What follows belongs to an exercise in optimizing a design on an open flow for small area, a short achievable clock period and few clock cycles; a production flow would make more cautious choices. The RTL was checked by simulation tests, not by an equivalence proof against the original design.

==> run G: inputs <==
==> flow/design.v <==
module riscv_pipeline (
    input         clk,
    input         rst,
    output [31:0] imem_addr,
    input  [31:0] imem_rdata,
    output [31:0] dmem_addr,
    output [31:0] dmem_wdata,
    output        dmem_we,
    output [1:0]  dmem_size,
    input  [31:0] dmem_rdata
);
    reg  [31:0] opa;        
    reg  [31:0] opb;        
    reg  [31:0] alub;       
    reg  [31:2] pc4;        
    reg  [31:2] tgt;        
    reg  [4:0]  rd;
    reg         wen;        
    reg  [2:0]  f3;
    reg         alt;        
    reg         is_sub;     
    reg         c_jal, c_jalr, c_br, c_st;
    reg         r_alu, r_ld, r_imm, r_tgt, r_link;    
    reg  [31:0] rf [1:31];
    wire [31:0] sum = opa + alub;
    wire [32:0] dif = {1'b0, opa} - {1'b0, alub};
    wire        ltu = dif[32];
    wire        lt  = (opa[31] ^ alub[31]) ? opa[31] : dif[31];
    wire        eq  = (opa == alub);
    reg         cond;
    always @(*) begin
        case (f3[2:1])
            2'b00:   cond = eq;
            2'b10:   cond = lt;
            2'b11:   cond = ltu;
            default: cond = 1'b0;
        endcase
        cond = cond ^ f3[0];
    end
    wire take = c_jal | (c_br & cond);
    wire [31:2] npc = c_jalr ? sum[31:2] : take ? tgt : pc4;
    wire        shl = ~f3[2];
    reg  [31:0] sh_in;
    reg  [31:0] sll_r;
    integer k;
    always @(*) begin
        for (k = 0; k < 32; k = k + 1) sh_in[k] = shl ? opa[31-k] : opa[k];
    end
    wire [31:0] srx = $signed({alt & ~shl & opa[31], sh_in}) >>> alub[4:0];
    always @(*) begin
        for (k = 0; k < 32; k = k + 1) sll_r[k] = srx[31-k];
    end
    reg  [31:0] alu;
    always @(*) begin
        case (f3)
            3'd0: alu = is_sub ? dif[31:0] : sum;
            3'd1: alu = sll_r;
            3'd2: alu = {31'd0, lt};
            3'd3: alu = {31'd0, ltu};
            3'd4: alu = opa ^ alub;
            3'd5: alu = srx;
            3'd6: alu = opa | alub;
            default: alu = opa & alub;
        endcase
    end
    wire [31:0] ld = f3[1] ? dmem_rdata :
                     f3[0] ? {{16{~f3[2] & dmem_rdata[15]}}, dmem_rdata[15:0]} :
                             {{24{~f3[2] & dmem_rdata[7]}},  dmem_rdata[7:0]};
    wire [31:0] res = ({32{r_alu}}  & alu)
                    | ({32{r_ld}}   & ld)
                    | ({32{r_imm}}  & alub)
                    | ({32{r_tgt}}  & {tgt, 2'b00})
                    | ({32{r_link}} & {pc4, 2'b00});
    always @(posedge clk) begin
        if (wen) rf[rd] <= res;
    end
    assign imem_addr  = {npc, 2'b00};
    assign dmem_addr  = sum;
    assign dmem_wdata = opb;
    assign dmem_we    = c_st;
    assign dmem_size  = {f3[1], f3[1] | f3[0]};
    wire [31:0] in  = imem_rdata;
    wire [4:0]  op  = in[6:2];
    wire [4:0]  rs1 = in[19:15];
    wire [4:0]  rs2 = in[24:20];
    wire [4:0]  rdn = in[11:7];
    wire d_lui   = (op == 5'b01101);
    wire d_auipc = (op == 5'b00101);
    wire d_jal   = (op == 5'b11011);
    wire d_jalr  = (op == 5'b11001);
    wire d_br    = (op == 5'b11000);
    wire d_ld    = (op == 5'b00000);
    wire d_st    = (op == 5'b01000);
    wire d_opi   = (op == 5'b00100);
    wire d_op    = (op == 5'b01100);
    wire [31:0] rv1 = (rs1 == 5'd0) ? 32'd0 :
                      (wen && rd == rs1) ? res : rf[rs1];
    wire [31:0] rv2 = (rs2 == 5'd0) ? 32'd0 :
                      (wen && rd == rs2) ? res : rf[rs2];
    wire [31:0] imm_i = {{20{in[31]}}, in[31:20]};
    wire [31:0] imm_s = {{20{in[31]}}, in[31:25], in[11:7]};
    wire [31:0] imm_u = {in[31:12], 12'd0};
    wire [31:0] imm_b = {{20{in[31]}}, in[7], in[30:25], in[11:8], 1'b0};
    wire [31:0] imm_j = {{12{in[31]}}, in[19:12], in[20], in[30:21], 1'b0};
    wire [31:0] imm   = d_st ? imm_s : d_lui ? imm_u : imm_i;
    wire [31:0] immt  = d_jal ? imm_j : d_br ? imm_b : imm_u;
    always @(posedge clk) begin
        opa  <= rv1;
        opb  <= rv2;
        alub <= (d_op | d_br) ? rv2 : imm;
        tgt  <= npc + immt[31:2];
        rd   <= rdn;
        f3   <= in[14:12];
        alt  <= in[30];
        is_sub <= d_op & in[30];
        r_alu  <= d_op | d_opi;
        r_ld   <= d_ld;
        r_imm  <= d_lui;
        r_tgt  <= d_auipc;
        r_link <= d_jal | d_jalr;
        if (rst) begin
            pc4    <= 30'd0;
            wen    <= 1'b0;
            c_jal  <= 1'b0;
            c_jalr <= 1'b0;
            c_br   <= 1'b0;
            c_st   <= 1'b0;
        end else begin
            pc4    <= npc + 30'd1;
            wen    <= (d_lui | d_auipc | d_jal | d_jalr | d_ld | d_opi | d_op)
                      & (rdn != 5'd0);
            c_jal  <= d_jal;
            c_jalr <= d_jalr;
            c_br   <= d_br;
            c_st   <= d_st;
        end
    end
endmodule
==> flow/run.sh <==
#!/bin/bash
# synth_recipe.tcl (not shown) runs the flow's synth.tcl, then flattens the netlist and writes it again
# the make line also repeats each setting of config.mk as NAME=value (left out here)
make -C /OpenROAD-flow-scripts/flow DESIGN_CONFIG=/design/flow/config.mk WORK_HOME=/design/flow/orfs CLKGATE_MAP_FILE= SYNTH_SCRIPT=/design/flow/synth_recipe.tcl finish
==> flow/config.mk <==
export PLATFORM = sky130hd
export DESIGN_NAME = riscv_pipeline
export DESIGN_NICKNAME = riscv_pipeline
export VERILOG_FILES = /design/flow/design.v
export SDC_FILE = /design/flow/constraint.sdc
export NUM_CORES = 4
export LEC_CHECK = 0
export CAP_MARGIN = 20
export CORE_MARGIN = 2
export CORE_UTILIZATION = 40
export SLEW_MARGIN = 20
==> flow/constraint.sdc <==
create_clock -name core_clock -period 15.0 [get_ports {clk}]
set_input_delay 3.0000 -clock core_clock [delete_from_list [all_inputs] [get_ports {clk}]]
set_output_delay 3.0000 -clock core_clock [all_outputs]
set_load 0.01 [all_outputs]
==> run Y (differences from run G) <==
--- a/flow/design.v
+++ b/flow/design.v
@@ -1 +1,30 @@
+module add4 #(parameter N = 32) (
+    input  [N-1:0] a,
+    input  [N-1:0] b,
+    input          ci,
+    output [N-1:0] s,
+    output         co
+);
+    reg [N:0] g, p, gn, pn;
+    integer l, i;
+    always @(*) begin
+        g = {a & b, ci};
+        p = {a ^ b, 1'b0};
+        for (l = 1; l <= N; l = l * 2) begin
+            for (i = 0; i <= N; i = i + 1) begin
+                if (i >= l) begin
+                    gn[i] = g[i] | (p[i] & g[i-l]);
+                    pn[i] = p[i] & p[i-l];
+                end else begin
+                    gn[i] = g[i];
+                    pn[i] = p[i];
+                end
+            end
+            g = gn;
+            p = pn;
+        end
+    end
+    assign s  = (a ^ b) ^ g[N-1:0];
+    assign co = g[N];
+endmodule
 module riscv_pipeline (
@@ -11,5 +40,7 @@
 );
+    localparam K = 2;
     reg  [31:0] opa;        
-    reg  [31:0] opb;        
     reg  [31:0] alub;       
+    reg  [31:0] ap;         
+    reg  [32:0] ag;         
     reg  [31:2] pc4;        
@@ -20,3 +51,2 @@
     reg         alt;        
-    reg         is_sub;     
     reg         c_jal, c_jalr, c_br, c_st;
@@ -24,7 +54,30 @@
     reg  [31:0] rf [1:31];
-    wire [31:0] sum = opa + alub;
-    wire [32:0] dif = {1'b0, opa} - {1'b0, alub};
-    wire        ltu = dif[32];
-    wire        lt  = (opa[31] ^ alub[31]) ? opa[31] : dif[31];
-    wire        eq  = (opa == alub);
+    reg  [32:0] eg, ep, egn, epn;
+    integer l, i, j;
+    always @(*) begin
+        eg = ag;
+        for (i = 0; i <= 32; i = i + 1) begin
+            ep[i] = 1'b1;
+            for (j = i - (1 << K) + 1; j <= i; j = j + 1)
+                ep[i] = ep[i] & ((j >= 1) ? ap[j-1] : 1'b0);
+        end
+        for (l = (1 << K); l <= 32; l = l * 2) begin
+            for (i = 0; i <= 32; i = i + 1) begin
+                if (i >= l) begin
+                    egn[i] = eg[i] | (ep[i] & eg[i-l]);
+                    epn[i] = ep[i] & ep[i-l];
+                end else begin
+                    egn[i] = eg[i];
+                    epn[i] = ep[i];
+                end
+            end
+            eg = egn;
+            ep = epn;
+        end
+    end
+    wire [31:0] sum  = ap ^ eg[31:0];
+    wire        cout = eg[32];
+    wire        ltu = ~cout;
+    wire        lt  = (opa[31] != alub[31]) ? opa[31] : sum[31];
+    wire        eq  = &ap;      
     reg         cond;
@@ -55,3 +108,3 @@
         case (f3)
-            3'd0: alu = is_sub ? dif[31:0] : sum;
+            3'd0: alu = sum;
             3'd1: alu = sll_r;
@@ -78,3 +131,3 @@
     assign dmem_addr  = sum;
-    assign dmem_wdata = opb;
+    assign dmem_wdata = alub;
     assign dmem_we    = c_st;
@@ -95,6 +148,14 @@
     wire d_op    = (op == 5'b01100);
-    wire [31:0] rv1 = (rs1 == 5'd0) ? 32'd0 :
-                      (wen && rd == rs1) ? res : rf[rs1];
-    wire [31:0] rv2 = (rs2 == 5'd0) ? 32'd0 :
-                      (wen && rd == rs2) ? res : rf[rs2];
+    reg  [31:0] rf1, rf2;
+    integer r;
+    always @(*) begin
+        rf1 = 32'd0;
+        rf2 = 32'd0;
+        for (r = 1; r < 32; r = r + 1) begin
+            rf1 = rf1 | ({32{rs1 == r}} & rf[r]);
+            rf2 = rf2 | ({32{rs2 == r}} & rf[r]);
+        end
+    end
+    wire [31:0] rv1 = (wen && rd == rs1) ? res : rf1;
+    wire [31:0] rv2 = (wen && rd == rs2) ? res : rf2;
     wire [31:0] imm_i = {{20{in[31]}}, in[31:20]};
@@ -104,9 +165,34 @@
     wire [31:0] imm_j = {{12{in[31]}}, in[19:12], in[20], in[30:21], 1'b0};
+    wire        inv   = d_br | ((d_op | d_opi) & (in[14:13] == 2'b01))
+                      | (d_op & in[30] & (in[14:12] == 3'd0));
     wire [31:0] imm   = d_st ? imm_s : d_lui ? imm_u : imm_i;
     wire [31:0] immt  = d_jal ? imm_j : d_br ? imm_b : imm_u;
+    wire [31:0] bx    = ((d_op | d_br) ? rv2 : imm) ^ {32{inv}};
+    reg  [32:0] fg, fp, fgn, fpn;
+    always @(*) begin
+        fg = {rv1 & bx, inv};
+        fp = {rv1 ^ bx, 1'b0};
+        for (l = 1; l < (1 << K); l = l * 2) begin
+            for (i = 0; i <= 32; i = i + 1) begin
+                if (i >= l) begin
+                    fgn[i] = fg[i] | (fp[i] & fg[i-l]);
+                    fpn[i] = fp[i] & fp[i-l];
+                end else begin
+                    fgn[i] = fg[i];
+                    fpn[i] = fp[i];
+                end
+            end
+            fg = fgn;
+            fp = fpn;
+        end
+    end
+    wire [31:2] tgt_n, pc4_n;
+    add4 #(30) u_tgt (.a(npc), .b(immt[31:2]), .ci(1'b0), .s(tgt_n), .co());
+    add4 #(30) u_inc (.a(npc), .b(30'd0), .ci(1'b1), .s(pc4_n), .co());
     always @(posedge clk) begin
         opa  <= rv1;
-        opb  <= rv2;
-        alub <= (d_op | d_br) ? rv2 : imm;
-        tgt  <= npc + immt[31:2];
+        alub <= (d_op | d_br | d_st) ? rv2 : imm;
+        ap   <= rv1 ^ bx;
+        ag   <= fg;
+        tgt  <= tgt_n;
         rd   <= rdn;
@@ -114,3 +200,2 @@
         alt  <= in[30];
-        is_sub <= d_op & in[30];
         r_alu  <= d_op | d_opi;
@@ -128,3 +213,3 @@
         end else begin
-            pc4    <= npc + 30'd1;
+            pc4    <= pc4_n;
             wen    <= (d_lui | d_auipc | d_jal | d_jalr | d_ld | d_opi | d_op)
==> results.sh <==
export IMPL_synth_compound_area_share_pct=21.6
export IMPL_netlist_area_leader_share_pct=51.8
export IMPL_taps=1903
export IMPL_status="complete, no violations"
export IMPL_gp_congestion=1.01
export IMPL_viasPerCell=7.55
export IMPL_nClkBuffers=144
export IMPL_final_cell_mix="edfxtp_1 (992), a22oi_1 (435), a221oi_1 (259)"
export IMPL_cpLargestDelayFamily="simple AND/OR/NAND/NOR gates"
export IMPL_cpMostUsedCell="nand2_1"
the above is filed under run Y

==> results.sh <==
export IMPL_dp_hpwl_um=149000
export IMPL_cpMostUsedCell="a21oi_1"
export IMPL_final_cell_mix="edfxtp_1 (992), nor2_1 (441), mux2i_1 (409)"
export IMPL_status="complete, no violations"
export IMPL_gp_congestion=0.990
export IMPL_synth_mux_area_share_pct=20.2
export IMPL_nClkBuffers=178
export IMPL_netlist_area_leader_share_pct=47.3
export IMPL_synth_compound_area_share_pct=12.6
export IMPL_io_pins=165
export IMPL_cpLargestDelayFamily="compound AO/OA/AOI/OAI gates"
export IMPL_switching_share_pct=28.2
the above is filed under run G

Testbench counts of run G, summed over its fixed seeds: cycles 127,730.
Testbench counts of run Y, summed over its fixed seeds: cycles 127,730.

## what the ideal ports hide
The results above use ideal ports. As a check the final layouts listed here were re-extracted and re-timed, cells and wires unchanged.
Step 1: set_driving_cell puts a clkbuf_16 on clk and a buf_2 on each other input, an assumption about the parent block.
Step 2 adds t to the input delays and takes it off the output delays; t is the mean of the earliest and latest rising clock arrival at the registers after step 1. Input paths then give back, and output paths get back, about the clock's delay inside the block.
Slacks: no drivers / after step 1 / after step 2; pairs: no drivers / after step 1.
| run | shift t [ns] | setup WS [ns] | hold slack, ns | worst setup path after step 2 | cell pins on the clock port's net |
|---|---|---|---|---|---|
| run G | 0.859 | 2.883 / 2.800 / 3.659 | 0.814 / 0.814 / 0.814 | register to output | 1 |
| run Y | 0.825 | 6.407 / 6.328 / 6.153 | 0.754 / 0.754 / 0.754 | input to register | 1 |
After both steps every run listed still meets setup and hold. The setup slack of run Y, which loses most, moves by -0.079 ns with the drivers and by -0.254 ns with both steps.
